Context: an optimization exercise on an open-source flow, tuned for small area and a short achievable clock period. The choices shown serve that exercise and are no tape-out recipe.
Where RTL was checked, it was by simulation tests only, not by an equivalence proof against the original.

==> flow/design.v (excerpt) <==
module pipelined_array_multiplier (
    input  logic        clk_i,
    input  logic        clk_en_i,
    input  logic        rst_n_i,
    input  logic [31:0] multiplicand_i,
    input  logic [31:0] multiplier_i,
    input  logic        data_valid_i,
    output logic [63:0] product_o,
    output logic        data_valid_o
);
    logic [2:0] v_q;
    always_ff @(posedge clk_i) begin
        if (!rst_n_i) v_q <= '0;
        else if (clk_en_i) v_q <= {v_q[1:0], data_valid_i};
    end
    assign data_valid_o = v_q[2];
    logic [33:0] bx;
    assign bx = {2'b00, multiplier_i};
    logic [15:0] neg, one, two;
    for (genvar i = 0; i < 16; i++) begin : g_enc
        logic b_lo;
        if (i == 0) begin : g_first
            assign b_lo = 1'b0;
        end else begin : g_next
            assign b_lo = bx[2*i-1];
        end
        assign neg[i] = bx[2*i+1];
        assign one[i] = bx[2*i] ^ b_lo;
        assign two[i] = (bx[2*i+1] & ~bx[2*i] & ~b_lo) | (~bx[2*i+1] & bx[2*i] & b_lo);
    end
    logic [31:0] a_q;
    logic [15:0] neg_q, one_q, two_q;
    logic        b31_q;
    always_ff @(posedge clk_i) begin
        if (clk_en_i) begin
  ...
==> flow/config.mk <==
export PLATFORM = sky130hd
export DESIGN_NAME = pipelined_array_multiplier
export DESIGN_NICKNAME = pipelined_array_multiplier
export VERILOG_FILES = /design/flow/design.v
export SDC_FILE = /design/flow/constraint.sdc
export NUM_CORES = 4
export LEC_CHECK = 0
export CAP_MARGIN = 20
export CORE_MARGIN = 2
export CORE_UTILIZATION = 40
export SLEW_MARGIN = 20
export SYNTH_HIERARCHICAL = 1
export SYNTH_MINIMUM_KEEP_SIZE = 0
==> flow/constraint.sdc <==
create_clock -name core_clock -period 11.0 [get_ports {clk_i}]
set_input_delay 2.2000 -clock core_clock [delete_from_list [all_inputs] [get_ports {clk_i}]]
set_output_delay 2.2000 -clock core_clock [all_outputs]
set_load 0.01 [all_outputs]
standard.sh (not shown) runs the stock make flow with config.mk's settings and CLKGATE_MAP_FILE= SYNTH_SCRIPT=/design/flow/synth_recipe.tcl, a recipe that flattens the netlist after the stock synthesis.
==> flow/flow/run.sh <==
#!/bin/bash
# Layout flow: the standard ORFS flow (standard.sh) with the standard
# synthesis unchanged, plus
#  - after floorplan, combinational cells downsized to their smallest drive
#    strength (flow/downsize.tcl), so that area is only spent where timing
#    repair asks for it;
#  - optionally a chosen buffer cell for the port buffers.
# Settings are in flow/settings.sh. Each tool's output goes to a log here.
set -euo pipefail
cd "$(dirname "$0")/.."
W=$PWD
source flow/settings.sh
args=()
if [[ "$DOWNSIZE" != "none" ]]; then
  args+=("POST_FLOORPLAN_TCL=$W/flow/downsize.tcl" "DOWNSIZE_FAMILIES=$DOWNSIZE")
fi
args+=("SETUP_SLACK_MARGIN=$SETUP_MARGIN")
if [[ -n "$PORT_BUFFER" ]]; then
  args+=("BUFFER_PORTS_ARGS=-buffer_cell $PORT_BUFFER")
fi
args+=($EXTRA)
bash standard.sh synth > flow_synth.log 2>&1
bash standard.sh "${args[@]}" finish > flow_layout.log 2>&1
==> flow/flow/downsize.tcl <==
# Downsize combinational cells to the smallest drive strength of their
# family (same function and footprint). Timing repair later sizes the
# critical ones back up. Registers and clock cells are left alone.
# DOWNSIZE_FAMILIES: space-separated family names (e.g. a22oi), or "all".
set families [expr {[info exists ::env(DOWNSIZE_FAMILIES)] ? $::env(DOWNSIZE_FAMILIES) : "all"}]
set skip {^(dfxtp|dfxbp|dfrtp|dfrbp|dfstp|dfbbp|dfsbp|dfrtn|dfbbn|edfxtp|edfxbp|sdf.*|sedf.*|dl.*|clk.*|conb|tap.*|fill.*|decap.*|diode.*|probe.*|lpflow.*)$}
set smallest [dict create]
set count 0
foreach inst [get_cells *] {
  set ref [get_property $inst ref_name]
  if {![regexp {^sky130_fd_sc_hd__(.+)_(\d+)$} $ref -> fam drive]} { continue }
  if {[regexp $skip $fam]} { continue }
  if {$families ne "all" && [lsearch -exact $families $fam] < 0} { continue }
  if {![dict exists $smallest $fam]} {
    set best ""
    set best_area 1e9
    foreach lc [get_lib_cells sky130_fd_sc_hd__${fam}_*] {
      set name [get_property $lc name]
      if {![regexp "^sky130_fd_sc_hd__${fam}_\\d+\$" $name]} { continue }
      if {[get_property $lc dont_use]} { continue }
      set a [get_property $lc area]
      if {$a < $best_area} { set best $name; set best_area $a }
    }
    dict set smallest $fam $best
  }
  set to [dict get $smallest $fam]
  if {$to ne "" && $to ne $ref} {
    replace_cell $inst $to
    incr count
  }
}
puts "downsize: replaced $count cells"
==> flow/flow/settings.sh <==
SETUP_MARGIN=0
DOWNSIZE="a22oi"
PORT_BUFFER=
EXTRA=""
Change:
==> flow/flow/settings.sh (replaced) <==
SETUP_MARGIN=6.6
DOWNSIZE="all"
PORT_BUFFER=
EXTRA=""
Global-route usage is higher by 2.7 points. Register-to-register slack is better by 0.46 ns. Area after synthesis is unchanged. Non-clock buffer count increases by 78. Final area increases by a little under a tenth. Routed wire length goes up by roughly a tenth. Clock-buffer cell count rose by 1. Die area stays the same.
Change:
==> flow/run.sh (new file) <==
#!/bin/bash
# synth_recipe.tcl (not shown) runs the flow's synth.tcl, then flattens the netlist and writes it again
# the make line also repeats each setting of config.mk as NAME=value (left out here)
make -C /OpenROAD-flow-scripts/flow DESIGN_CONFIG=/design/flow/config.mk WORK_HOME=/design/flow/orfs CLKGATE_MAP_FILE= SYNTH_SCRIPT=/design/flow/synth_recipe.tcl finish
removed: flow/flow/run.sh
removed: flow/flow/downsize.tcl
removed: flow/flow/settings.sh
removed: flow/standard.sh
Outcome: The new run passed the timing, DRC and antenna checks; worst setup slack loses 0.40 ns; final area decreases by 0.49%; sequential share of layout area increases by 0.11 points; synthesized area stays the same.
Function was not checked in any run of this note: the RTL went through the layout flow alone.

---

Another version of the RTL of pipelined_array_multiplier (not shown whole).
Size: ~2900 cells after synthesis, about 320 flip-flops, roughly 130 I/O pins.
export LEC_CHECK = 0
export CAP_MARGIN = 20
export CORE_MARGIN = 2
export CORE_UTILIZATION = 40
export SLEW_MARGIN = 20
export SYNTH_HIERARCHICAL = 1
export SYNTH_MINIMUM_KEEP_SIZE = 0
create_clock -name core_clock -period 11.0 [get_ports {clk_i}]
==> flow/flow/run.sh <==
#!/bin/bash
# Layout flow: the standard ORFS flow (standard.sh) with the standard
# synthesis unchanged, plus
#  - after floorplan, combinational cells downsized to their smallest drive
#    strength (flow/downsize.tcl), so that area is only spent where timing
#    repair asks for it;
#  - optionally, timing repair also right after detailed placement
#    (flow/place_repair.tcl);
#  - optionally a chosen buffer cell for the port buffers.
# Settings are in flow/settings.sh. Each tool's output goes to a log here.
set -euo pipefail
cd "$(dirname "$0")/.."
W=$PWD
source flow/settings.sh
args=()
if [[ "$DOWNSIZE" != "none" ]]; then
  args+=("POST_FLOORPLAN_TCL=$W/flow/downsize.tcl" "DOWNSIZE_FAMILIES=$DOWNSIZE")
fi
args+=("SETUP_SLACK_MARGIN=$SETUP_MARGIN")
if [[ "${PLACE_REPAIR:-0}" == 1 ]]; then
  args+=("POST_DETAIL_PLACE_TCL=$W/flow/place_repair.tcl")
fi
if [[ -n "$PORT_BUFFER" ]]; then
  args+=("BUFFER_PORTS_ARGS=-buffer_cell $PORT_BUFFER")
fi
args+=($EXTRA)
bash standard.sh synth > flow_synth.log 2>&1
bash standard.sh "${args[@]}" finish > flow_layout.log 2>&1
==> flow/flow/settings.sh <==
SETUP_MARGIN=7.55
DOWNSIZE="all"
PORT_BUFFER=sky130_fd_sc_hd__buf_2
PLACE_REPAIR=0
EXTRA="CTS_CLUSTER_SIZE=30 CTS_CLUSTER_DIAMETER=100 CORE_UTILIZATION=55 TNS_END_PERCENT=0"
Other scripts of this flow, unchanged in this note and not shown: flow/flow/downsize.tcl, flow/flow/place_repair.tcl
The starting point finished with timing, DRC and antenna clean.
Edit:
==> flow/flow/settings.sh (replaced) <==
SETUP_MARGIN=7.55
DOWNSIZE="all"
PORT_BUFFER=sky130_fd_sc_hd__buf_2
PLACE_REPAIR=0
EXTRA="CTS_CLUSTER_SIZE=25 CTS_CLUSTER_DIAMETER=80 CORE_UTILIZATION=55"
=>
- die area stays the same
- register-to-register slack improves by 80 ps
- via count hardly moves
- final area is higher by a few percent
- clock-buffer cell count goes up by 9
- setup slack gets better by 75 ps
- area after synthesis does not change
Edit:
==> flow/flow/settings.sh (replaced) <==
SETUP_MARGIN=7.55
DOWNSIZE="all"
PORT_BUFFER=sky130_fd_sc_hd__buf_2
PLACE_REPAIR=0
EXTRA="CTS_CLUSTER_SIZE=30 CTS_CLUSTER_DIAMETER=100 CORE_UTILIZATION=55 TNS_END_PERCENT=20"
Hold slack gets worse by 6.4 ps.
Final cell count barely changes.
Clock-buffer cell count drops by 3.
Setup slack gets worse by 39 ps.
Cell area drops by 2.6%.
Routed wire length climbs by 1.0%.
Critical path depth drops by 3.
Clock skew climbs by 11 ps.
Edit:
==> flow/flow/settings.sh (replaced) <==
SETUP_MARGIN=7.5
DOWNSIZE="all"
PORT_BUFFER=sky130_fd_sc_hd__buf_2
PLACE_REPAIR=0
EXTRA="CTS_CLUSTER_SIZE=30 CTS_CLUSTER_DIAMETER=100 CORE_UTILIZATION=55"
The changed run passed the timing, DRC and antenna checks.
Global-route usage grows by 0.40 points.
Die area does not change.
Non-clock buffer count grows by 2.
Cell area grows by 0.75%.

afterwards: timing with drivers on the ports:
No port has a modelled driver above. Below, the same layouts with a new extraction and two added sets of constraints. Step 1 (the two cells are an assumption about what drives the block):
set clk [get_ports {clk_i}]
set_driving_cell -lib_cell sky130_fd_sc_hd__clkbuf_16 $clk
set_driving_cell -lib_cell sky130_fd_sc_hd__buf_2 [delete_from_list [all_inputs] $clk]
Step 2 also shifts input and output timing later by t, the mid clock arrival at the registers, as if the neighbouring blocks saw the same clock. Three values: no drivers, after step 1, after step 2; two values: the first two.
| run | shift t [ns] | slack for setup (ns) | slew at the worst register clock pin (ns) | worst slew at a driven data input, ns |
|---|---|---|---|---|
| the first run of note 1 | 0.661 | 6.094 / 6.094 / 6.094 | 0.07 / 0.07 | 0.07 |
| the second run of note 1 | 0.607 | 6.550 / 6.550 / 6.550 | 0.07 / 0.07 | 0.05 |
| the third run of note 1 | 0.609 | 6.153 / 6.153 / 6.153 | 0.06 / 0.06 | 0.07 |
| the first run of note 2 | 0.633 | 7.408 / 7.408 / 6.954 | 0.11 / 0.11 | 0.06 |
| the second run of note 2 | 0.651 | 7.484 / 7.484 / 7.030 | 0.09 / 0.09 | 0.05 |
| the third run of note 2 | 0.638 | 7.445 / 7.445 / 6.934 | 0.11 / 0.11 | 0.05 |
| the fourth run of note 2 | 0.642 | 7.523 / 7.494 / 7.020 | 0.12 / 0.12 | 0.06 |
After both steps every run listed still meets setup and hold. The setup slack of the third run of note 2, which loses most, moves by 0.000 ns with the drivers and by -0.511 ns with both steps.
